Context: an optimization exercise on an open-source flow, tuned for small area and a short achievable clock period. The choices shown serve that exercise and are no tape-out recipe.
The RTL was checked by simulation tests, not by an equivalence proof against the original design.

File: design/flow/run.sh
#!/bin/bash
# synth_recipe.tcl (not shown) runs the flow's synth.tcl, then flattens the netlist and writes it again
# the make line also repeats each setting of config.mk as NAME=value (left out here)
make -C /OpenROAD-flow-scripts/flow DESIGN_CONFIG=/design/flow/config.mk WORK_HOME=/design/flow/orfs CLKGATE_MAP_FILE= SYNTH_SCRIPT=/design/flow/synth_recipe.tcl finish
File: design/flow/config.mk
export PLATFORM = sky130hd
export DESIGN_NAME = mips_core
export DESIGN_NICKNAME = mips_core
export VERILOG_FILES = /design/flow/design.v
export SDC_FILE = /design/flow/constraint.sdc
export NUM_CORES = 4
export LEC_CHECK = 0
export ABC_AREA = 1
export CAP_MARGIN = 20
export CORE_MARGIN = 2
export CORE_UTILIZATION = 40
export PLACE_DENSITY = 0.6
export SLEW_MARGIN = 20
File: design/flow/constraint.sdc
create_clock -name core_clock -period 92.0 [get_ports {clk}]
set_input_delay 18.4000 -clock core_clock [delete_from_list [all_inputs] [get_ports {clk}]]
set_output_delay 18.4000 -clock core_clock [all_outputs]
set_load 0.01 [all_outputs]
File: design/flow/design.v
module alu (
    data1,
    data2,
    shift_amount,
    alu_select,
    result
);
    input [31:0] data1;
    input [31:0] data2;
    input [4:0] shift_amount;
    input [5:0] alu_select;
    output reg [31:0] result;
    wire signed [31:0] signed_data1 = data1;
    wire signed [31:0] signed_data2 = data2;
    wire [31:0] quotient;
    rdiv divider(.a(data1), .b(data2), .q(quotient));
    always @(*) begin
        result = 0;
        case(alu_select)
            6'b000000 : result = data1 ^ data2;                        
            6'b000001 : result = data1 | data2;                        
            6'b000010 : result = ~(data1 | data2);                      
            6'b000011 : result = data1 & data2;                        
            6'b000100 : result = signed_data1 + signed_data2;          
            6'b000101 : result = signed_data1 - signed_data2;          
            6'b000110 : result = data2 + data1;                        
            6'b000111 : result = data1 - data2;                        
            6'b001000 : result = signed_data1 * signed_data2;          
            6'b001001 : result = quotient;                          
            6'b001010 : result = data2 << shift_amount;                
            6'b001011 : result = data2 << data1;                       
            6'b001100 : result = data2 >> shift_amount;                
            6'b001101 : result = data2 >> data1;                       
            6'b001110 : result = signed_data2 >>> shift_amount;                      
            6'b001111 : result = {31'b0, signed_data1 < signed_data2};                        
            6'b010000 : result = 1;                                    
            6'b010001 : result = 1;                                    
            6'b010010 : result = {31'b0, signed_data1 < signed_data2};                    
            6'b010011 : result = data2 << 16;                        
            6'b010100 : result = 32'b0;                                  
            6'b010101 : result = data1;                              
            default: ;
        endcase
    end
endmodule
module rdiv (
    input  [31:0] a,
    input  [31:0] b,
    output [31:0] q
);
    wire an = a[31], bn = b[31];
    wire [31:0] ua = an ? -a : a;
    wire [31:0] ub = bn ? -b : b;
    wire [33:0] D1 = {2'b0, ub};
    wire [33:0] D2 = {1'b0, ub, 1'b0};
    wire [33:0] D3 = D1 + D2;
    wire [31:0] uq;
    genvar j;
    generate
        for (j = 15; j >= 0; j = j - 1) begin : st
            localparam integer WR = 32 - 2 * j;            
            wire [WR-1:0] R4;
            wire [WR-1:0] rn;                             
            if (j == 15) begin : f
                assign R4 = ua[31:30];
            end else begin : n
                assign R4 = {st[j+1].rn, ua[2*j+1:2*j]};
            end
            wire f1, f2, f3;
            if (WR >= 34) begin : wide
                assign f1 = 1'b1; assign f2 = 1'b1; assign f3 = 1'b1;
            end else begin : narrow
                assign f1 = (ub < (34'd1 << WR));
                assign f2 = (ub < (34'd1 << (WR - 1)));
                assign f3 = (ub < ((34'd1 << WR) + 34'd2) / 3);
            end
            wire [WR:0] d1 = {1'b0, R4} - {1'b0, D1[WR-1:0]};
            wire [WR:0] d2 = {1'b0, R4} - {1'b0, D2[WR-1:0]};
            wire [WR:0] d3 = {1'b0, R4} - {1'b0, D3[WR-1:0]};
            wire c1 = f1 & ~d1[WR];
            wire c2 = f2 & ~d2[WR];
            wire c3 = f3 & ~d3[WR];
            assign rn = c3 ? d3[WR-1:0] : c2 ? d2[WR-1:0] : c1 ? d1[WR-1:0] : R4;
            assign uq[2*j+1] = c2;
            assign uq[2*j] = c3 | (c1 & ~c2);
        end
    endgenerate
    wire [29:0] nhi = -uq[31:2];
    wire [1:0] m = uq[1:0];
    wire [31:0] nq = (m == 2'd0) ? {nhi, 2'b00} : {~uq[31:2], 2'd0 - m};
    wire bz = (b == 32'b0);
    assign q = bz ? 32'b0 : (an ^ bn) ? nq : uq;
endmodule
module alu_ctrl (
    funct,
    alu_op,
    alu_select
);
    input [5:0] funct;
    input [4:0] alu_op;
    output reg [5:0] alu_select;
    always @(*) begin
        case(alu_op)
        5'b00000 : begin
            case(funct)
                6'b100110 : alu_select = 6'b000000;  
                6'b100101 : alu_select = 6'b000001;  
                6'b100111 : alu_select = 6'b000010;  
                6'b100100 : alu_select = 6'b000011;  
                6'b100000 : alu_select = 6'b000100;  
                6'b100010 : alu_select = 6'b000101;  
                6'b100001 : alu_select = 6'b000110;  
                6'b100011 : alu_select = 6'b000111;  
                6'b011000 : alu_select = 6'b001000;  
                6'b011010 : alu_select = 6'b001001;  
                6'b000000 : alu_select = 6'b001010;  
                6'b000100 : alu_select = 6'b001011;  
                6'b000010 : alu_select = 6'b001100;  
                6'b000110 : alu_select = 6'b001101;  
                6'b000011 : alu_select = 6'b001110;  
                6'b101010 : alu_select = 6'b001111;  
                6'b001100 : alu_select = 6'b010000;  
                6'b001000 : alu_select = 6'b010001;  
                default : alu_select = 6'b000000;
            endcase
        end
        5'b00001 : alu_select = 6'b000100;  
        5'b00010 : alu_select = 6'b000110;  
        5'b00011 : alu_select = 6'b000011;  
        5'b00100 : alu_select = 6'b000000;  
        5'b00101 : alu_select = 6'b000001;  
        5'b00110 : alu_select = 6'b010110;  
        5'b00111 : alu_select = 6'b010111;  
        5'b01000 : alu_select = 6'b011000;  
        5'b01001 : alu_select = 6'b011001;  
        5'b01010 : alu_select = 6'b011010;  
        5'b01011 : alu_select = 6'b000100;  
        5'b01100 : alu_select = 6'b000100;  
        5'b01101 : alu_select = 6'b000100;  
        5'b01110 : alu_select = 6'b000100;  
        5'b01111 : alu_select = 6'b010010;  
        5'b10000 : alu_select = 6'b010011;  
        5'b10001 : alu_select = 6'b010100;  
        5'b10010 : alu_select = 6'b010101;  
        5'b10011 : alu_select = 6'b010110;  
        5'b10100 : alu_select = 6'b010111;  
        5'b10101 : alu_select = 6'b011000;  
        5'b10110 : alu_select = 6'b011001;  
        5'b10111 : alu_select = 6'b011010;  
        5'b11000 : alu_select = 6'b011011;  
        5'b11001 : alu_select = 6'b011100;  
        5'b11010 : alu_select = 6'b011101;  
        5'b11011 : alu_select = 6'b011110;  
        5'b11100 : alu_select = 6'b010110;  
        5'b11101 : alu_select = 6'b010110;  
        5'b11110 : alu_select = 6'b010110;  
        default : alu_select = 6'b000000;
        endcase
    end
endmodule
module comparison_control (
    compare_op,
    compare_select
);
    input [4:0] compare_op;
    output reg [5:0] compare_select;
    always @(*) begin
        case(compare_op)
            5'b00110 : compare_select = 6'b010110;  
            5'b00111 : compare_select = 6'b010111;  
            5'b01000 : compare_select = 6'b011000;  
            5'b01001 : compare_select = 6'b011001;  
            5'b01010 : compare_select = 6'b011010;  
            default : compare_select = 6'b000000;
        endcase
    end
endmodule
module comparison_unit (
    compare_select,
    data1,
    data2,
    zero
);
    input [5:0] compare_select;
    input [31:0] data1, data2;
    output reg zero;
    wire signed [31:0] signed_data1;
    wire signed [31:0] signed_data2;
    assign signed_data1 = data1;
    assign signed_data2 = data2;
    always @(*) begin
        zero = 1'b0;
        case(compare_select)
            6'b010110 : zero = (signed_data1 == signed_data2);       
            6'b010111 : zero = (signed_data1 != signed_data2);       
            6'b011000 : zero = (signed_data1 <= 0);                  
            6'b011001 : zero = (signed_data1 > 0);                   
            6'b011010 : zero = (signed_data1 >= 0);                  
            default: ;
        endcase
    end
endmodule
module control_unit(
    is_hazard_detected,
    opcode,
    funct,
    reg_write_en,
    reg_dst,
    alu_src,
    alu_op,
    mem_write_en,
    mem_read_en,
    mem_to_reg,
    branch,
    halted,
    jr,
    jal,
    b,
    jump,
    unsign,
    load,
    cache_en
);
    input is_hazard_detected;
    input [5:0] opcode;
    input [5:0] funct;
    output reg reg_write_en;
    output reg [1:0] reg_dst;
    output reg alu_src;
    output reg [4:0] alu_op;
    output reg mem_write_en;
    output reg mem_read_en;
    output reg mem_to_reg;
    output reg branch;
    output reg halted;
    output reg b;
    output reg jr;
    output reg jal;
    output reg jump;
    output reg unsign;
    output reg load;
    output reg cache_en;
    always @(*) begin
        reg_write_en = 1'b0;
        reg_dst = 2'b00; 
        alu_src = 1'b0;
        alu_op = 5'b00000;
        mem_write_en = 1'b0;
        mem_read_en = 1'b0;
        mem_to_reg = 1'b0;
        branch = 1'b0;
        halted = 1'b0;
        b = 1'b0;
        jr = 1'b0;
        jal = 1'b0;
        jump = 1'b0;
        unsign = 1'b0;
        load = 1'b0;
        cache_en = 1'b0;
        if (is_hazard_detected == 1'b0) begin
            case(opcode)
                6'b000000 :  
                    case(funct)
                        6'b001100 :  
                            begin
                                reg_dst = 2'b01;
                                halted = 1'b1;
                            end
                        6'b001000 :  
                            begin
                                jr = 1'b1;
                            end
                        default : 
                            begin 
                                reg_write_en = 1'b1;
                                reg_dst = 2'b01;
                            end
                    endcase
                6'b001000 :  
                begin
                    reg_write_en = 1'b1;
                    alu_src = 1'b1;
                    alu_op = 5'b00001;
                end
                6'b001001 :  
                begin 
                    reg_write_en = 1'b1;
                    alu_src = 1'b1;
                    alu_op = 5'b00010;
                    unsign = 1'b1;
                end
                6'b001100 :  
                begin
                    reg_write_en = 1'b1;
                    alu_src = 1'b1;
                    alu_op = 5'b00011;
                end
                6'b001110 :  
                begin
                    reg_write_en = 1'b1;
                    alu_src = 1'b1;
                    alu_op = 5'b00100;
                end
                6'b001101 :  
                begin
                    reg_write_en = 1'b1;
                    alu_src = 1'b1;
                    alu_op = 5'b00101;
                    unsign = 1'b1;
                end
                6'b000100 :  
                begin
                    alu_src = 1'b0;
                    alu_op = 5'b00110;        
                    branch = 1'b1;
                end
                6'b000101 :  
                begin
                    alu_src = 1'b0;
                    alu_op = 5'b00111;        
                    branch = 1'b1;
                end
                6'b000110 :  
                begin
                    alu_src = 1'b1;
                    alu_op = 5'b01000;        
                    branch = 1'b1;
                end
                6'b000111 :  
                begin
                    alu_src = 1'b1;
                    alu_op = 5'b01001;        
                    branch = 1'b1;
                end
                6'b000001 :  
                begin
                    alu_src = 1'b1;
                    alu_op = 5'b01010;        
                    branch = 1'b1;
                end
                6'b100011 :  
                begin
                    reg_write_en = 1'b1;
                    reg_dst = 2'b00;
                    alu_src = 1'b1;
                    alu_op = 5'b01011;
                    mem_read_en = 1'b1;
                    mem_to_reg = 1'b1;
                    load = 1'b1;
                    cache_en = 1'b1;
                end
                6'b101011 :  
                begin
                    alu_src = 1'b1;
                    alu_op = 5'b01100;
                    cache_en = 1'b1;
                end
                6'b100000 :  
                begin
                    reg_write_en = 1'b1;
                    alu_src = 1'b1;
                    alu_op = 5'b01101;
                    mem_read_en = 1'b1;
                    mem_to_reg = 1'b1;
                    b = 1'b1;
                    load = 1'b1;
                    cache_en = 1'b1;
                end
                6'b101000 :  
                begin
                    alu_src = 1'b1;
                    alu_op = 5'b01110;
                    b = 1'b1;
                    cache_en = 1'b1;
                end
                6'b001010 :  
                begin
                    reg_write_en = 1'b1;
                    alu_src = 1'b1;
                    alu_op = 5'b01111;
                end
                6'b001111 :  
                begin
                    reg_write_en = 1'b1;
                    alu_src = 1'b1;
                    alu_op = 5'b10000;
                end
                6'b000010 :  
                begin
                    alu_src = 1'b1;
                    jump = 1'b1;
                end
                6'b000011 :  
                begin
                    reg_write_en = 1'b1;
                    reg_dst = 2'b10; 
                    alu_op = 5'b10010;
                    jal = 1'b1;
                    jump = 1'b1;
                end
                default : ;
            endcase
        end
    end
endmodule
module hazard_detection (
    src1_ID,
    src2_ID,
    write_reg_EXE,
    write_reg_MEM,
    reg_write_en_EXE,
    reg_write_en_MEM,
    mem_to_reg_EXE,
    opcode_ID,
    opcode_EXE,
    funct,
    is_hazard_detected
);
    input [4:0] src1_ID, src2_ID;
    input [4:0] write_reg_EXE, write_reg_MEM;
    input reg_write_en_EXE, reg_write_en_MEM, mem_to_reg_EXE;
    input [5:0] opcode_ID, funct, opcode_EXE;
    output is_hazard_detected;
    wire src1_is_valid, src2_is_valid, exe_has_hazard, mem_has_hazard, hazard, inst_is_branch, inst_is_store_or_beq_or_bne;
    assign inst_is_store_or_beq_or_bne = (opcode_ID == 6'b000100) || (opcode_ID == 6'b000101) ||  
    (opcode_ID == 6'b101011) || (opcode_ID == 6'b101000);  
    assign src2_is_valid = inst_is_store_or_beq_or_bne ||
    ((opcode_ID == 6'b000000) && (funct != 6'b001100) && (funct != 6'b001000));
    assign src1_is_valid = (opcode_ID != 6'b000010) && (opcode_ID != 6'b000011) && 
    ((opcode_ID == 6'b000000) && (funct != 6'b001100));
    assign inst_is_branch = (opcode_ID == 6'b000100) || (opcode_ID == 6'b000101) || 
    (opcode_ID == 6'b000110) || (opcode_ID == 6'b000111) || (opcode_ID == 6'b000001);
    assign exe_has_hazard = reg_write_en_EXE && write_reg_EXE != 5'b00000 && ((src1_is_valid && (src1_ID == write_reg_EXE)) || (src2_is_valid && (src2_ID == write_reg_EXE)));
    assign mem_has_hazard = reg_write_en_MEM && write_reg_MEM != 5'b00000 && ((src1_is_valid && (src1_ID == write_reg_MEM)) || (src2_is_valid && (src2_ID == write_reg_MEM)));
    assign hazard = exe_has_hazard || mem_has_hazard;
    assign is_hazard_detected = (inst_is_branch && hazard) || (mem_to_reg_EXE && mem_has_hazard);
endmodule
module Forwarding_EXE (
    src1_EXE,
    src2_EXE,
    store_src_EXE,
    write_reg_MEM,
    write_reg_WB,
    reg_write_en_MEM,
    reg_write_en_WB,
    alu_input1_sel,
    alu_input2_sel,
    store_val_sel
);
    input [4:0] src1_EXE, src2_EXE, store_src_EXE;
    input [4:0] write_reg_MEM, write_reg_WB;
    input reg_write_en_MEM, reg_write_en_WB;
    output reg [1:0] alu_input1_sel, alu_input2_sel, store_val_sel;
    always @(*) begin
        {alu_input1_sel, alu_input2_sel, store_val_sel} = 0;
        if ((store_src_EXE != 5'b00000) && reg_write_en_MEM && (store_src_EXE == write_reg_MEM)) begin
            store_val_sel = 2'b01;
        end
        else if ((store_src_EXE != 5'b00000) && reg_write_en_WB && (store_src_EXE == write_reg_WB)) begin
            store_val_sel = 2'b10;
        end
        if ((src1_EXE != 5'b00000) && reg_write_en_MEM && (src1_EXE == write_reg_MEM)) begin
            alu_input1_sel = 2'b01;
        end
        else if ((src1_EXE != 5'b00000) && reg_write_en_WB && (src1_EXE == write_reg_WB)) begin
            alu_input1_sel = 2'b10;
        end
        if ((src2_EXE != 5'b00000) && reg_write_en_MEM && (src2_EXE == write_reg_MEM)) begin
            alu_input2_sel = 2'b01;
        end
        else if ((src2_EXE != 5'b00000) && reg_write_en_WB && (src2_EXE == write_reg_WB)) begin
            alu_input2_sel = 2'b10;
        end
    end
endmodule
module complex_forwarding_EXE (
    src1_EXE,
    src2_EXE,
    src3_EXE,
    src4_EXE,
    store_src_EXE,
    store_src2_EXE,
    write_reg_MEM,
    write_reg2_MEM,
    write_reg_WB,
    write_reg2_WB,
    reg_write_en_MEM,
    reg_write_en_WB,
    alu_input1_sel,
    alu_input2_sel,
    alu_input3_sel,
    alu_input4_sel,
    store_val_sel,
    store_val2_sel  
);
    input [3:0] src1_EXE, src2_EXE, src3_EXE, src4_EXE, store_src_EXE, store_src2_EXE;
    input [3:0] write_reg_MEM, write_reg2_MEM, write_reg_WB, write_reg2_WB;
    input reg_write_en_MEM, reg_write_en_WB;
    output reg [2:0] alu_input1_sel, alu_input2_sel, alu_input3_sel, alu_input4_sel, store_val_sel, store_val2_sel;
    always @(*) begin
        {alu_input1_sel, alu_input2_sel, alu_input3_sel, alu_input4_sel, store_val_sel, store_val2_sel} = 0;
        if ((store_src_EXE != 4'b0000) && reg_write_en_MEM && (store_src_EXE == write_reg_MEM)) begin
            store_val_sel = 3'b001;
        end
        else if ((store_src_EXE != 4'b0000) && reg_write_en_WB && (store_src_EXE == write_reg_WB)) begin
            store_val_sel = 3'b010;
        end 
        if ((store_src2_EXE != 4'b0000) && reg_write_en_MEM && (store_src2_EXE == write_reg_MEM)) begin
            store_val2_sel = 3'b001;
        end
        else if ((store_src2_EXE != 4'b0000) && reg_write_en_WB && (store_src2_EXE == write_reg_WB)) begin
            store_val2_sel = 3'b010;
        end 
        if ((store_src_EXE != 4'b0000) && reg_write_en_MEM && (store_src_EXE == write_reg2_MEM)) begin
            store_val_sel = 3'b011;
        end
        else if ((store_src_EXE != 4'b0000) && reg_write_en_WB && (store_src_EXE == write_reg2_WB)) begin
            store_val_sel = 3'b100;
        end 
        if ((store_src2_EXE != 4'b0000) && reg_write_en_MEM && (store_src2_EXE == write_reg2_MEM)) begin
            store_val2_sel = 3'b011;
        end
        else if ((store_src2_EXE != 4'b0000) && reg_write_en_WB && (store_src2_EXE == write_reg2_WB)) begin
            store_val2_sel = 3'b100;
        end
        if ((src1_EXE != 4'b0000) && reg_write_en_MEM && (src1_EXE == write_reg_MEM)) begin
            alu_input1_sel = 3'b001;
        end
        else if ((src1_EXE != 4'b0000) && reg_write_en_WB && (src1_EXE == write_reg_WB)) begin
            alu_input1_sel = 3'b010;
        end 
        if ((src2_EXE != 4'b0000) && reg_write_en_MEM && (src2_EXE == write_reg_MEM)) begin
            alu_input2_sel = 3'b001;
        end
        else if ((src2_EXE != 4'b0000) && reg_write_en_WB && (src2_EXE == write_reg_WB)) begin
            alu_input2_sel = 3'b010;
        end 
        if ((src1_EXE != 4'b0000) && reg_write_en_MEM && (src1_EXE == write_reg2_MEM)) begin
            alu_input1_sel = 3'b011;
        end
        else if ((src1_EXE != 4'b0000) && reg_write_en_WB && (src1_EXE == write_reg2_WB)) begin
            alu_input1_sel = 3'b100;
        end 
        if ((src2_EXE != 4'b0000) && reg_write_en_MEM && (src2_EXE == write_reg2_MEM)) begin
            alu_input2_sel = 3'b011;
        end
        else if ((src2_EXE != 4'b0000) && reg_write_en_WB && (src2_EXE == write_reg2_WB)) begin
            alu_input2_sel = 3'b100;
        end
        if ((src3_EXE != 4'b0000) && reg_write_en_MEM && (src3_EXE == write_reg_MEM)) begin
            alu_input3_sel = 3'b001;
        end
        else if ((src3_EXE != 4'b0000) && reg_write_en_WB && (src3_EXE == write_reg_WB)) begin
            alu_input3_sel = 3'b010;
        end 
        if ((src4_EXE != 4'b0000) && reg_write_en_MEM && (src4_EXE == write_reg_MEM)) begin
            alu_input4_sel = 3'b001;
        end
        else if ((src4_EXE != 4'b0000) && reg_write_en_WB && (src4_EXE == write_reg_WB)) begin
            alu_input4_sel = 3'b010;
        end 
        if ((src3_EXE != 4'b0000) && reg_write_en_MEM && (src3_EXE == write_reg2_MEM)) begin
            alu_input3_sel = 3'b011;
        end
        else if ((src3_EXE != 4'b0000) && reg_write_en_WB && (src3_EXE == write_reg2_WB)) begin
            alu_input3_sel = 3'b100;
        end 
        if ((src4_EXE != 4'b0000) && reg_write_en_MEM && (src4_EXE == write_reg2_MEM)) begin
            alu_input4_sel = 3'b011;
        end
        else if ((src4_EXE != 4'b0000) && reg_write_en_WB && (src4_EXE == write_reg2_WB)) begin
            alu_input4_sel = 3'b100;
        end
    end
endmodule
module regfile(
    rs_data,
    rt_data,
    rs_num,
    rt_num,
    rd_num,
    rd_data,
    rd_we,
    clk,
    rst_b
);
    parameter XLEN=32, size=32;
    output [XLEN-1:0] rs_data;
    output [XLEN-1:0] rt_data;
    input       [4:0] rs_num;
    input       [4:0] rt_num;
    input       [4:0] rd_num;
    input  [XLEN-1:0] rd_data;
    input             rd_we;
    input             clk;
    input             rst_b;
    reg [XLEN-1:0] data[1:size-1];
    reg [size-1:1] valid;
    assign rs_data = (rs_num != 0 && valid[rs_num]) ? data[rs_num] : {XLEN{1'b0}};
    assign rt_data = (rt_num != 0 && valid[rt_num]) ? data[rt_num] : {XLEN{1'b0}};
    always @(posedge clk, negedge rst_b) begin
        if (rst_b == 0)
            valid <= 0;
        else if (rd_we && (rd_num != 0))
            valid[rd_num] <= 1'b1;
    end
    always @(posedge clk) begin
        if (rd_we && (rd_num != 0))
            data[rd_num] <= rd_data;
    end
endmodule
module cache(
    clk,
    rst_b,
    cache_addr,
    cache_data_out,
    cache_data_in,
    mem_write_en,
    mem_addr,
    mem_data_in,
    mem_data_out,
    load,
    cache_en
);
    input clk;
    input rst_b;
    input [31:0] cache_addr;
    output reg [31:0] cache_data_out;
    input [31:0] cache_data_in;
    output reg mem_write_en;
    output reg [31:0] mem_addr;
    output reg [31:0] mem_data_in;
    input [31:0] mem_data_out;
    input load;
    input cache_en;
    reg [31:0] cache_memory[0:15];
    reg [25:0] tag_array[0:15];
    reg [15:0] valid_array;
    reg [15:0] dirty_array;
    reg [3:0] cycle;
    wire [25:0] address_tag = cache_addr[31:6];
    wire [3:0] address_block = cache_addr[5:2];
    wire [25:0] line_tag = tag_array[address_block];
    wire line_valid = valid_array[address_block];
    wire tag_match = (address_tag == line_tag);
    wire hit = tag_match && line_valid;
    wire st0 = (cycle == 4'd0);
    wire st1 = (cycle == 4'd1);
    wire st5 = (cycle == 4'd5);
    wire st9 = (cycle == 4'd9);
    wire wr_data = cache_en && ((st0 && hit && !load) || (st5 && !load) || st9);
    wire [31:0] wdata = st9 ? mem_data_out : cache_data_in;
    wire wr_tag = cache_en && ((st5 && !load) || st9);
    wire set_dirty = cache_en && ((st0 && hit && !load) || (st5 && !load));
    always @(posedge clk) begin
        if (wr_data)
            cache_memory[address_block] <= wdata;
        if (wr_tag)
            tag_array[address_block] <= address_tag;
    end
    always @(posedge clk, negedge rst_b) begin
        if (!rst_b) begin
            valid_array <= 16'b0;
            dirty_array <= 16'b0;
        end else begin
            if (wr_tag)
                valid_array[address_block] <= 1'b1;
            if (set_dirty)
                dirty_array[address_block] <= 1'b1;
        end
    end
    always @(posedge clk, negedge rst_b) begin
        if (!rst_b) begin
            cycle <= 4'b0;
            mem_write_en <= 1'b0;
            cache_data_out <= 32'b0;
            mem_addr <= 32'b0;
            mem_data_in <= 32'b0;
        end
        else begin
            if (cache_en) begin
                case(cycle)
                    4'b0: begin
                        if (hit) begin
                            if (load)
                                cache_data_out <= cache_memory[address_block];
                        end
                        else
                            cycle <= 4'b0001;
                    end
                    4'b0001: begin
                        if (!tag_match && line_valid) begin
                            if (dirty_array[address_block]) begin
                                mem_data_in <= cache_memory[address_block];
                                mem_addr <= {line_tag, address_block, 2'b0};
                                mem_write_en <= 1'b1;
                                cycle <= 4'b0010;  
                            end
                            else
                                cycle <= 4'b0101;
                        end
                        else cycle <= 4'b0101;
                    end
                    4'b0010: cycle <= 4'b0011;
                    4'b0011: cycle <= 4'b0100;
                    4'b0100: cycle <= 4'b0101;
                    4'b0101: begin
                        if (load) begin
                            mem_write_en <= 1'b0;
                            mem_addr <= cache_addr;
                            cycle <= 4'b0110;
                        end
                        else
                            cycle <= 4'b1010;
                    end
                    4'b0110: cycle <= 4'b0111;
                    4'b0111: cycle <= 4'b1000;
                    4'b1000: cycle <= 4'b1001;
                    4'b1001: cycle <= 4'b1010;
                    4'b1010: cycle <= 4'b0;
                    default: cycle <= 4'b0;
                endcase
            end
        end
    end
endmodule
module IFStage (
    clk,
    rst_b,
    is_hazard_detected,
    new_PC,
    PC
);
    input clk, rst_b, is_hazard_detected;
    input [31:0] new_PC;
    output reg [31:0] PC;
    always @(posedge clk, negedge rst_b) begin
        if (rst_b == 1'b0)
            PC <= 32'b0;
        else if (is_hazard_detected)
            PC <= PC;
        else
            PC <= new_PC;
    end
endmodule
module IF2ID (
    clk,
    rst_b,
    freeze,
    flush,
    PC_in,
    inst_in,
    inst,
    PC
);
    input clk, rst_b, freeze, flush;
    input [31:0] PC_in, inst_in;
    output reg [31:0] inst, PC;
    always @(posedge clk, negedge rst_b) begin
        if (rst_b == 1'b0) begin
            PC <= 32'b0;
            inst <= 32'b0;
        end
        else if (freeze == 1'b0) begin
            if (flush) begin
                PC <= PC_in - 4;
                inst <= 32'b0;
            end
            else begin
                PC <= PC_in;
                inst <= inst_in;
            end
        end
        else begin
            PC <= PC;
            inst <= inst;
        end
    end
endmodule
module IDStage (
    is_hazard_detected,
    inst,
    PC,
    rs_data,
    rt_data,
    halted,
    mem_to_reg,
    reg_write_en,
    b,
    jal,
    is_load,
    cache_en,
    program_flow_change_taken,
    alu_select,
    rs_num,
    rt_num,
    src2_forwarding,
    opcode,
    val1,
    val2,
    new_PC,
    write_register,
    shift_amount,
    func
);
    input is_hazard_detected;
    input [31:0] inst, PC, rs_data, rt_data;
    output halted;
    output mem_to_reg, reg_write_en, b, jal, is_load, cache_en, program_flow_change_taken;
    output [5:0] alu_select;
    output [5:0] opcode, func;
    output [31:0] new_PC;
    output [4:0] shift_amount;
    output [4:0] rs_num, rt_num, src2_forwarding;
    output reg [4:0] write_register;
    output [31:0] val1;
    output [31:0] val2;
    wire [4:0] rd_num;
    wire [31:0] signed_extend_immediate;
    wire [31:0] zero_extend_immediate;
    wire [31:0] shifted_immediate;
    wire [27:0] jump_shifted;
    wire [31:0] jump_address;
    wire [31:0] PC_add_4;
    wire [31:0] PC_4_immediate;
    wire [31:0] extended_immediate;
    assign opcode = inst[31:26];
    assign rs_num = inst[25:21];
    assign rt_num = inst[20:16];
    assign rd_num = inst[15:11];
    assign shift_amount = inst[10:6];
    assign func = inst[5:0];
    assign signed_extend_immediate = {{16{inst[15]}}, inst[15:0]};
    assign zero_extend_immediate = {16'b0, inst[15:0]};
    assign extended_immediate = unsign ? zero_extend_immediate : signed_extend_immediate;
    assign shifted_immediate = signed_extend_immediate << 2;
    assign PC_add_4 = PC + 4;
    assign PC_4_immediate = PC_add_4 + shifted_immediate;
    assign jump_shifted = {inst[25:0], 2'b0};
    assign jump_address = {PC_add_4[31:28], jump_shifted};
    assign program_flow_change_taken = (branch && zero) || jump || jr;
    wire branch;
    wire alu_src;
    wire jr;
    wire jump;
    wire unsign;
    wire mem_write_en;
    wire mem_read_en;
    wire [1:0] reg_dst;
    wire [4:0] alu_op;
    wire [5:0] compare_select;
    wire zero;
    wire [31:0] PC_temp1, PC_temp2;
    control_unit controlUnit(
        .is_hazard_detected(is_hazard_detected),
        .opcode(opcode),
        .funct(func),
        .reg_write_en(reg_write_en),
        .reg_dst(reg_dst),
        .alu_src(alu_src),
        .alu_op(alu_op),
        .mem_write_en(mem_write_en),
        .mem_read_en(mem_read_en),
        .mem_to_reg(mem_to_reg),
        .branch(branch),
        .halted(halted),
        .b(b),
        .jr(jr),
        .jal(jal),
        .jump(jump),
        .unsign(unsign),
        .load(is_load),
        .cache_en(cache_en)
    );
    alu_ctrl aluControl(
        .funct(func),
        .alu_op(alu_op),
        .alu_select(alu_select)
    );
    comparison_control compare_ctrl(
        .compare_op(alu_op),
        .compare_select(compare_select)
    );
    comparison_unit compare_unit(
        .compare_select(compare_select),
        .data1(rs_data),
        .data2(rt_data),
        .zero(zero)
    );
    assign PC_temp1 = (branch && zero) ? PC_4_immediate : PC_add_4;
    assign PC_temp2 = (jump) ? jump_address : PC_temp1;
    assign new_PC = (jr) ? rs_data : PC_temp2;
    always @(*) begin
        case (reg_dst) 
            2'b0 : write_register = rt_num;
            2'b01 : write_register = rd_num;
            2'b10 : write_register = 5'b11111;
            default : write_register = 5'b00000;
        endcase
    end
    assign val1 = rs_data;
    assign val2 = jal ? new_PC : (alu_src ? extended_immediate : rt_data);
    assign src2_forwarding = ((alu_src == 1'b0) || (opcode == 6'b101011) || (opcode == 6'b101000)) ? rt_num : 5'b00000;
endmodule
module ID2EXE (
    clk,
    rst_b,
    mem_to_reg_in,
    reg_write_en_in,
    write_register_in,
    val1_in,
    val2_in,
    rt_data_in,
    alu_select_in,
    shift_amount_in,
    jal_in,
    b_in,
    is_load_in,
    cache_en_in,
    halted_in,
    fwd1_in,
    fwd2_in,
    fwds_in,
    mem_to_reg,
    reg_write_en,
    write_register,
    val1_out,
    val2_out,
    rt_data,
    alu_select,
    shift_amount,
    jal,
    b,
    is_load,
    cache_en,
    halted,
    fwd1,
    fwd2,
    fwds
);
    input clk, rst_b, mem_to_reg_in, reg_write_en_in, jal_in, b_in, is_load_in, cache_en_in, halted_in;
    input [4:0] write_register_in, shift_amount_in;
    input [5:0] alu_select_in;
    input [31:0] val1_in, val2_in, rt_data_in;
    input [1:0] fwd1_in, fwd2_in, fwds_in;
    output reg mem_to_reg, reg_write_en, jal, b, is_load, cache_en, halted;
    output reg [4:0] write_register, shift_amount;
    output reg [5:0] alu_select;
    output reg [31:0] val1_out, val2_out, rt_data;
    output reg [1:0] fwd1, fwd2, fwds;
    always @(posedge clk, negedge rst_b) begin
        if (rst_b == 1'b0) begin
            {mem_to_reg, reg_write_en, jal, b, is_load, cache_en, halted, write_register, shift_amount,
             alu_select, val1_out, val2_out, rt_data, fwd1, fwd2, fwds} <= 0;
        end
        else begin
            mem_to_reg <= mem_to_reg_in;
            reg_write_en <= reg_write_en_in;
            jal <= jal_in;
            b <= b_in;
            is_load <= is_load_in;
            cache_en <= cache_en_in;
            halted <= halted_in;
            write_register <= write_register_in;
            shift_amount <= shift_amount_in;
            alu_select <= alu_select_in;
            val1_out <= val1_in;
            val2_out <= val2_in;
            rt_data <= rt_data_in;
            fwd1 <= fwd1_in;
            fwd2 <= fwd2_in;
            fwds <= fwds_in;
        end
    end
endmodule
module EXEStage (
    val1,
    val2,
    rt_data,
    alu_result_MEM,
    rd_data_WB,
    fwd1,
    fwd2,
    fwds,
    jal,
    is_load,
    alu_select,
    shift_amount,
    alu_result,
    aux
);
    input [31:0] val1, val2, rt_data, alu_result_MEM, rd_data_WB;
    input [1:0] fwd1, fwd2, fwds;
    input jal, is_load;
    input [5:0] alu_select;
    input [4:0] shift_amount;
    output [31:0] alu_result;
    output [31:0] aux;
    reg [31:0] alu_input1, alu_input2, store_val;
    always @(*) begin
        case (fwd1)
            2'b01: alu_input1 = alu_result_MEM;
            2'b10: alu_input1 = rd_data_WB;
            default: alu_input1 = val1;
        endcase
        case (fwd2)
            2'b01: alu_input2 = alu_result_MEM;
            2'b10: alu_input2 = rd_data_WB;
            default: alu_input2 = val2;
        endcase
        case (fwds)
            2'b01: store_val = alu_result_MEM;
            2'b10: store_val = rd_data_WB;
            default: store_val = rt_data;
        endcase
    end
    assign aux = jal ? val2 : (is_load ? rt_data : store_val);
    alu alu(
        .data1(alu_input1),
        .data2(alu_input2),
        .shift_amount(shift_amount),
        .alu_select(alu_select),
        .result(alu_result)
    );
endmodule
module EXE2MEM (
    clk,
    rst_b,
    mem_to_reg_in,
    reg_write_en_in,
    is_load_in,
    cache_en_in,
    jal_in,
    b_in,
    write_register_in,
    aux_in,
    alu_result_in,
    halted_in,
    mem_to_reg,
    reg_write_en,
    is_load,
    cache_en,
    jal,
    b,
    write_register,
    aux,
    alu_result,
    halted
);
    input clk, rst_b, mem_to_reg_in, reg_write_en_in, is_load_in, cache_en_in, jal_in, b_in, halted_in;
    input [4:0] write_register_in;
    input [31:0] aux_in, alu_result_in;
    output reg mem_to_reg, reg_write_en, is_load, cache_en, jal, b, halted;
    output reg [4:0] write_register;
    output reg [31:0] aux, alu_result;
    always @(posedge clk, negedge rst_b) begin
        if (rst_b == 1'b0) begin
            {mem_to_reg, reg_write_en, is_load, cache_en, jal, b, halted, write_register, aux, alu_result} <= 0;
        end
        else begin
            mem_to_reg <= mem_to_reg_in;
            reg_write_en <= reg_write_en_in;
            is_load <= is_load_in;
            cache_en <= cache_en_in;
            jal <= jal_in;
            b <= b_in;
            halted <= halted_in;
            write_register <= write_register_in;
            aux <= aux_in;
            alu_result <= alu_result_in;
        end
    end
endmodule
module MEMStage (
    clk,
    rst_b,
    cache_addr,
    store_val,
    cache_en,
    is_load,
    mem_write_en,
    b,
    mem_data_out,
    mem_addr,
    cache_data_out,
    mem_data_in
);
    input clk, rst_b, cache_en, is_load, b;
    input [31:0] cache_addr, store_val;
    input [31:0] mem_data_out;
    output [31:0] mem_data_in;
    output [31:0] mem_addr, cache_data_out;
    output mem_write_en;
    wire [31:0] cache_data_in;
    assign cache_data_in[7:0] = b ? (cache_addr[1:0] == 2'd3 ? store_val[7:0] : cache_data_out[7:0]) : store_val[7:0];
    assign cache_data_in[15:8] = b ? (cache_addr[1:0] == 2'd2 ? store_val[7:0] : cache_data_out[15:8]) : store_val[15:8];
    assign cache_data_in[23:16] = b ? (cache_addr[1:0] == 2'd1 ? store_val[7:0] : cache_data_out[23:16]) : store_val[23:16];
    assign cache_data_in[31:24] = b ? (cache_addr[1:0] == 2'd0 ? store_val[7:0] : cache_data_out[31:24]) : store_val[31:24];
    cache cache_memory(
        .clk(clk),
        .rst_b(rst_b),
        .cache_addr(cache_addr),
        .cache_data_out(cache_data_out),
        .cache_data_in(cache_data_in),
        .mem_write_en(mem_write_en),
        .mem_addr(mem_addr),
        .mem_data_in(mem_data_in),
        .mem_data_out(mem_data_out),
        .load(is_load),
        .cache_en(cache_en)
    );
endmodule
module MEM2WB (
    clk,
    rst_b,
    reg_write_en_in,
    write_register_in,
    rd_data_in,
    reg_write_en,
    write_register,
    rd_data
);
    input clk, rst_b, reg_write_en_in;
    input [4:0] write_register_in;
    input [31:0] rd_data_in;
    output reg reg_write_en;
    output reg [4:0] write_register;
    output reg [31:0] rd_data;
    always @(posedge clk, negedge rst_b) begin
        if (rst_b == 1'b0) begin
            {reg_write_en, write_register, rd_data} <= 0;
        end
        else begin
            reg_write_en <= reg_write_en_in;
            write_register <= write_register_in;
            rd_data <= rd_data_in;
        end
    end
endmodule
module WBStage (
    mem_to_reg,
    b,
    jal,
    cache_data_out,
    alu_result,
    aux,
    rd_data
);
    input mem_to_reg, b, jal;
    input [31:0] cache_data_out, alu_result;
    input [31:0] aux;             
    output [31:0] rd_data;
    reg [7:0] low;
    always @(*) begin
        if (mem_to_reg) begin
            if (b) begin
                case (alu_result[1:0])
                    2'd0: low = cache_data_out[31:24];
                    2'd1: low = cache_data_out[23:16];
                    2'd2: low = cache_data_out[15:8];
                    default: low = cache_data_out[7:0];
                endcase
            end
            else low = cache_data_out[7:0];
        end
        else low = alu_result[7:0];
    end
    wire [31:8] high = b ? aux[31:8] : (mem_to_reg ? cache_data_out[31:8] : alu_result[31:8]);
    assign rd_data = jal ? aux : {high, low};
endmodule
module mips_core(
    inst_addr,
    inst,
    mem_addr,
    mem_data_out,
    mem_data_in,
    mem_write_en,
    halted,
    clk,
    rst_b
);
    output  [31:0] inst_addr;
    input   [31:0] inst;
    output  [31:0] mem_addr;
    input   [31:0] mem_data_out;
    output  [31:0] mem_data_in;
    output         mem_write_en;
    output         halted;
    input          clk;
    input          rst_b;
    wire is_hazard_detected;
    wire [31:0] PC_IF, PC_ID, new_PC_ID;
    assign inst_addr = PC_IF;
    wire [31:0] inst_ID;
    wire prog_fl_chg_tkn_ID;
    wire mem_to_reg_ID, reg_write_en_ID, b_ID, jal_ID, is_load_ID, cache_en_ID, halted_ID;
    wire [5:0] alu_select_ID, opcode_ID, inst_func_ID;
    wire [4:0] rs_num_ID, rt_num_ID, src2_forwarding_ID, write_register_ID, shift_amount_ID;
    wire [31:0] val1_ID, val2_ID, rs_data_ID, rt_data_ID;
    wire [1:0] fwd1_ID, fwd2_ID, fwds_ID;
    wire mem_to_reg_EXE, reg_write_en_EXE, b_EXE, jal_EXE, is_load_EXE, cache_en_EXE, halted_EXE;
    wire [5:0] alu_select_EXE;
    wire [4:0] write_register_EXE, shift_amount_EXE;
    wire [31:0] val1_EXE, val2_EXE, rt_data_EXE;
    wire [1:0] fwd1_EXE, fwd2_EXE, fwds_EXE;
    wire [31:0] alu_result_EXE, aux_EXE;
    wire mem_to_reg_MEM, reg_write_en_MEM, b_MEM, jal_MEM, is_load_MEM, cache_en_MEM;
    wire [4:0] write_register_MEM;
    wire [31:0] alu_result_MEM, aux_MEM, cache_data_out_MEM, rd_data_MEM;
    wire reg_write_en_WB;
    wire [4:0] write_register_WB;
    wire [31:0] rd_data_WB;
    IFStage ifstage(
        .clk(clk),
        .rst_b(rst_b),
        .is_hazard_detected(is_hazard_detected),
        .new_PC(new_PC_ID),
        .PC(PC_IF)
    );
    IF2ID if2id(
        .clk(clk),
        .rst_b(rst_b),
        .freeze(is_hazard_detected),
        .flush(prog_fl_chg_tkn_ID),
        .PC_in(PC_IF),
        .inst_in(inst),
        .inst(inst_ID),
        .PC(PC_ID)
    );
    IDStage idstage(
        .is_hazard_detected(is_hazard_detected),
        .inst(inst_ID),
        .PC(PC_ID),
        .rs_data(rs_data_ID),
        .rt_data(rt_data_ID),
        .halted(halted_ID),
        .mem_to_reg(mem_to_reg_ID),
        .reg_write_en(reg_write_en_ID),
        .b(b_ID),
        .jal(jal_ID),
        .is_load(is_load_ID),
        .cache_en(cache_en_ID),
        .program_flow_change_taken(prog_fl_chg_tkn_ID),
        .alu_select(alu_select_ID),
        .rs_num(rs_num_ID),
        .rt_num(rt_num_ID),
        .src2_forwarding(src2_forwarding_ID),
        .opcode(opcode_ID),
        .val1(val1_ID),
        .val2(val2_ID),
        .new_PC(new_PC_ID),
        .write_register(write_register_ID),
        .shift_amount(shift_amount_ID),
        .func(inst_func_ID)
    );
    Forwarding_EXE forwarding_EXE(
        .src1_EXE(rs_num_ID),
        .src2_EXE(src2_forwarding_ID),
        .store_src_EXE(write_register_ID),
        .write_reg_MEM(write_register_EXE),
        .write_reg_WB(write_register_MEM),
        .reg_write_en_MEM(reg_write_en_EXE),
        .reg_write_en_WB(reg_write_en_MEM),
        .alu_input1_sel(fwd1_ID),
        .alu_input2_sel(fwd2_ID),
        .store_val_sel(fwds_ID)
    );
    ID2EXE id2exe(
        .clk(clk),
        .rst_b(rst_b),
        .mem_to_reg_in(mem_to_reg_ID),
        .reg_write_en_in(reg_write_en_ID),
        .write_register_in(write_register_ID),
        .val1_in(val1_ID),
        .val2_in(val2_ID),
        .rt_data_in(rt_data_ID),
        .alu_select_in(alu_select_ID),
        .shift_amount_in(shift_amount_ID),
        .jal_in(jal_ID),
        .b_in(b_ID),
        .is_load_in(is_load_ID),
        .cache_en_in(cache_en_ID),
        .halted_in(halted_ID),
        .fwd1_in(fwd1_ID),
        .fwd2_in(fwd2_ID),
        .fwds_in(fwds_ID),
        .mem_to_reg(mem_to_reg_EXE),
        .reg_write_en(reg_write_en_EXE),
        .write_register(write_register_EXE),
        .val1_out(val1_EXE),
        .val2_out(val2_EXE),
        .rt_data(rt_data_EXE),
        .alu_select(alu_select_EXE),
        .shift_amount(shift_amount_EXE),
        .jal(jal_EXE),
        .b(b_EXE),
        .is_load(is_load_EXE),
        .cache_en(cache_en_EXE),
        .halted(halted_EXE),
        .fwd1(fwd1_EXE),
        .fwd2(fwd2_EXE),
        .fwds(fwds_EXE)
    );
    EXEStage exestage(
        .val1(val1_EXE),
        .val2(val2_EXE),
        .rt_data(rt_data_EXE),
        .alu_result_MEM(alu_result_MEM),
        .rd_data_WB(rd_data_WB),
        .fwd1(fwd1_EXE),
        .fwd2(fwd2_EXE),
        .fwds(fwds_EXE),
        .jal(jal_EXE),
        .is_load(is_load_EXE),
        .alu_select(alu_select_EXE),
        .shift_amount(shift_amount_EXE),
        .alu_result(alu_result_EXE),
        .aux(aux_EXE)
    );
    EXE2MEM exe2mem(
        .clk(clk),
        .rst_b(rst_b),
        .mem_to_reg_in(mem_to_reg_EXE),
        .reg_write_en_in(reg_write_en_EXE),
        .is_load_in(is_load_EXE),
        .cache_en_in(cache_en_EXE),
        .jal_in(jal_EXE),
        .b_in(b_EXE),
        .write_register_in(write_register_EXE),
        .aux_in(aux_EXE),
        .alu_result_in(alu_result_EXE),
        .halted_in(halted_EXE),
        .mem_to_reg(mem_to_reg_MEM),
        .reg_write_en(reg_write_en_MEM),
        .is_load(is_load_MEM),
        .cache_en(cache_en_MEM),
        .jal(jal_MEM),
        .b(b_MEM),
        .write_register(write_register_MEM),
        .aux(aux_MEM),
        .alu_result(alu_result_MEM),
        .halted(halted)
    );
    MEMStage memstage(
        .clk(clk),
        .rst_b(rst_b),
        .cache_addr(alu_result_MEM),
        .store_val(aux_MEM),
        .cache_en(cache_en_MEM),
        .is_load(is_load_MEM),
        .b(b_MEM),
        .mem_data_out(mem_data_out),
        .mem_addr(mem_addr),
        .mem_write_en(mem_write_en),
        .cache_data_out(cache_data_out_MEM),
        .mem_data_in(mem_data_in)
    );
    WBStage wbstage(
        .mem_to_reg(mem_to_reg_MEM),
        .b(b_MEM),
        .jal(jal_MEM),
        .cache_data_out(cache_data_out_MEM),
        .alu_result(alu_result_MEM),
        .aux(aux_MEM),
        .rd_data(rd_data_MEM)
    );
    MEM2WB mem2wb(
        .clk(clk),
        .rst_b(rst_b),
        .reg_write_en_in(reg_write_en_MEM),
        .write_register_in(write_register_MEM),
        .rd_data_in(rd_data_MEM),
        .reg_write_en(reg_write_en_WB),
        .write_register(write_register_WB),
        .rd_data(rd_data_WB)
    );
    regfile RegisterFile(
        .rs_data(rs_data_ID),
        .rt_data(rt_data_ID),
        .rs_num(rs_num_ID),
        .rt_num(rt_num_ID),
        .rd_num(write_register_WB),
        .rd_data(rd_data_WB),
        .rd_we(reg_write_en_WB),
        .clk(clk),
        .rst_b(rst_b)
    );
    hazard_detection hazard_detection_unit(
        .src1_ID(rs_num_ID),
        .src2_ID(rt_num_ID),
        .write_reg_EXE(write_register_EXE),
        .write_reg_MEM(write_register_MEM),
        .reg_write_en_EXE(reg_write_en_EXE),
        .reg_write_en_MEM(reg_write_en_MEM),
        .mem_to_reg_EXE(mem_to_reg_EXE),
        .opcode_ID(opcode_ID),
        .opcode_EXE(6'b0),
        .funct(inst_func_ID),
        .is_hazard_detected(is_hazard_detected)
    );
endmodule
==> summary.txt <==
==> Yosys cell counts (265+ instances only) <==
| cell type | number | area share |
|---|---|---|
| xnor2_1 | 265 | 0.013 |
| fa_1 | 457 | 0.051 |
| edfxtp_1 | 1920 | 0.32 |
| inv_1 | 2038 | 0.043 |
| a21oi_1 | 2086 | 0.059 |
| nor2_1 | 1551 | 0.033 |
| xor2_1 | 455 | 0.022 |
| ha_1 | 1183 | 0.083 |
| o21ai_0 | 2060 | 0.058 |
| o22ai_1 | 327 | 0.012 |
| clkbuf_1 | 809 | 0.017 |
| dfrtp_1 | 496 | 0.070 |
| nand3_1 | 864 | 0.024 |
| nand2_1 | 4032 | 0.085 |
| a221oi_1 | 303 | 0.015 |
==> layout by cell type (no fill, tap or decap), drive strengths merged, types with 344 or more instances in the layout <==
cell       n
a21oi   2093
buf      532
clkbuf   344
dfrtp    496
edfxtp  1920
fa       457
ha      1183
inv     2097
nand2   4075
nand3    893
nor2    1572
o21ai   2175
xor2     455
==> critical path, delay by kind of cell (launching register included) <==
| family | cells | cell delay [ns] |
|---|---|---|
| XOR/XNOR | 1 | 0.25 |
| AND/OR/NAND/NOR | 127 | 20.70 |
| adder cells (fa/ha/maj) | 19 | 6.67 |
| flip-flops | 1 | 0.35 |
| AO/OA/AOI/OAI | 151 | 28.64 |
| buffers and inverters | 48 | 9.39 |
==> layout make-up <==
| type | instances | area [um^2] |
|---|---|---|
| Antenna cell | 39 | 97.6 |
| Clock buffer | 343 | 7210 |
| Inverter | 2123 | 8040 |
| Fill cell | 43500 | 246000 |
| Multi-Input combinational cell | 15500 | 96200 |
| Sequential cell | 2416 | 70100 |
| Timing Repair Buffer | 695 | 5770 |
| Clock inverter | 142 | 1430 |
| Tap cell | 5904 | 7390 |
==> metrics by stage <==
step           instance area, um^2  hold slack, ns  setup slack, ns
4_1_cts                     196000           0.366            27.21
6_report                    196000           0.368            25.74
2_1_floorplan               178000           0.331            44.26
3_5_place_dp                187000           0.353            27.57
5_1_grt                     196000           0.370            19.29
3_3_place_gp                187000           0.341            28.32
==> worst paths after layout <==
| kind | startpoint | to | slack (ns) | cells past startpoint |
|---|---|---|---|---|
| max in group asynchronous | rst_b | if2id.inst[12]$_DFFE_PN0N_ | 70.73 | 5 |
| min in group asynchronous | rst_b | memstage.cache_memory.mem_data_in[17]$_DFFE_PN0P_ | 17.40 | 1 |
| setup reg to reg | id2exe.fwd2[0]$_DFF_PN0_ | exe2mem.alu_result[29]$_DFF_PN0_ | 25.74 | 346 |
| setup / recovery | id2exe.fwd2[0]$_DFF_PN0_ | exe2mem.alu_result[29]$_DFF_PN0_ | 25.74 | 346 |
| hold / removal | id2exe.halted$_DFF_PN0_ | exe2mem.halted$_DFF_PN0_ | 0.37 | 0 |
| hold reg to reg | id2exe.halted$_DFF_PN0_ | exe2mem.halted$_DFF_PN0_ | 0.37 | 0 |
==> metal layers <==
layer / routed length (um) / GRT usage / vias to the layer above / part of all wire
met2: 340000 / 0.516 / 9476 / 0.43
met3: 81900 / 0.0715 / 2331 / 0.10
met4: 66100 / 0.231 / 30 / 0.084
met5: 253 / 0.000957 / - / 0.00032
met1: 297000 / 0.426 / 79800 / 0.38
li1: - / - / 73300 / -
==> logic make-up after synthesis <==
family / Yosys count / share of synthesized area
AO/OA/AOI/OAI: 6064 / 0.200
XOR/XNOR: 720 / 0.0355
adder cells (fa/ha/maj): 1640 / 0.135
buffers and inverters: 3235 / 0.0700
flip-flops: 2416 / 0.394
multiplexers: 31 / 0.00175
AND/OR/NAND/NOR: 7045 / 0.164
==> results.sh <==
export IMPL_postCtsHoldBufs=0
export IMPL_drv_cap=0
export IMPL_clk_latency_ns=0.97
export IMPL_seq_area_frac_synth=0.394
export IMPL_slew_viol_final=0
export IMPL_clock_root_buffer="clkbuf_16"
export IMPL_syn_area_per_cell_um2=8.40
export IMPL_clk_pin_slew_worst_paths_ns=0.07
export IMPL_slew_headroom=0.109
export IMPL_setup_viol=0
export IMPL_syn_inst=21200
export IMPL_ios=164
export IMPL_worst_slew_pin_transition_ns=1.32
export IMPL_tritoncts="done"
export IMPL_grt_start_max_net_pins=188
export IMPL_rows=244
export IMPL_synth_seq_cells=2416
export IMPL_finalHoldViolCount=0
export IMPL_final_cells=27200
export IMPL_worst_setup_path_end_kind="register"
export IMPL_dieArea_um2=450000
export IMPL_cp_max_fo=46
export IMPL_post_route_cells_drive_above_1_share=0.0674
export IMPL_finalCritPeriodShare=0.720
export IMPL_gp_congestion=1.06
export IMPL_wl_per_cell_um=28.9
export IMPL_hold_path_class="reg2reg"
export IMPL_final_setup_tns_ns=0
export IMPL_grt_use_total=0.337
export IMPL_fin_skew_ns=0.106
export IMPL_vias=165000
export IMPL_area_growth_syn_to_layout_pct=10.4
export IMPL_io_buffers=163
export IMPL_status="timing/DRC/antenna clean"
export IMPL_grt_pass1_vias=155000
export IMPL_finalWirelength_um=785000
export IMPL_dpl_hpwl_um=533000
export IMPL_critical_path_class="reg2reg"
export IMPL_fmax_mhz=15.1
export IMPL_synth_cell_type_count=88
export IMPL_min_period_ns=66.26
export IMPL_post_cts_buffers=0
export IMPL_regMostFlops="RegisterFile.data"
export IMPL_htree_num_levels=5
export IMPL_drt_iter0_drc=20900
export IMPL_max_stage_delay_ns=0.78
export IMPL_firstDrtPassIters=9
export IMPL_synth_async_reset_ratio=0.205
export IMPL_ant_nets=0
export IMPL_numClockSinks=2416
export IMPL_synthFlopType="edfxtp_1"
export IMPL_cts_resized_gates=0
export IMPL_placed_cells=26600
export IMPL_cpMostUsedCell="a21oi_1"
export IMPL_largestRegisters="RegisterFile.data x992, memstage.cache_memory.cache_memory x512, memstage.cache_memory.tag_array x416"
export IMPL_floorplan_initialDensity=0.402
export IMPL_gr_total_overflow=0
export IMPL_grt_pass1_wl_um=1110000
export IMPL_layout_nets=22700
export IMPL_cp_start_kind="register"
export IMPL_largest_reg_flops=992
export IMPL_die_w_um=671
export IMPL_synth_edf_count=1920
export IMPL_yosys_warnings=16
export IMPL_syn_cell_area_um2=178000
export IMPL_worst_endpoint_required_ns=92.90
export IMPL_drc=0
export IMPL_synth_nets=22900
export IMPL_via_per_inst=6.07
export IMPL_slowest_stage="nor4_1"
export IMPL_cts_path_max_buffers=4
export IMPL_cts_buffers_inserted=267
export IMPL_antenna_found_initial=83
export IMPL_rsz0062_at_grt="no"
export IMPL_finish_utilization=0.444
export IMPL_core_um2=442000
export IMPL_die_h_um=671
export IMPL_arrival_ns=67.16

## port drivers added, routing unchanged
No port has a modelled driver above. Below, the same layout with a new extraction and two added sets of constraints. Step 1 (the two cells are an assumption about what drives the block):
set clk [get_ports {clk}]
set_driving_cell -lib_cell sky130_fd_sc_hd__clkbuf_16 $clk
set_driving_cell -lib_cell sky130_fd_sc_hd__buf_2 [delete_from_list [all_inputs] $clk]
Step 2 times the ports against the registers' clock, not the clock port: input delays grow and output delays shrink by t, the midpoint of the rising clock arrivals with the driver on. a / b / c = ideal ports / drivers / drivers and shift; a / b = the first two.
shift t [ns]: 1.018
setup WS [ns]: 25.738 / 25.738 / 25.738
hold slack, ns: 0.368 / 0.368 / 0.368
worst setup path after step 2: register to register
worst register clock-pin slew, ns: 0.08 / 0.08
After both steps this run still meets setup and hold. For this run, drivers alone change the setup slack by 0.000 ns; drivers and shift together by 0.000 ns.
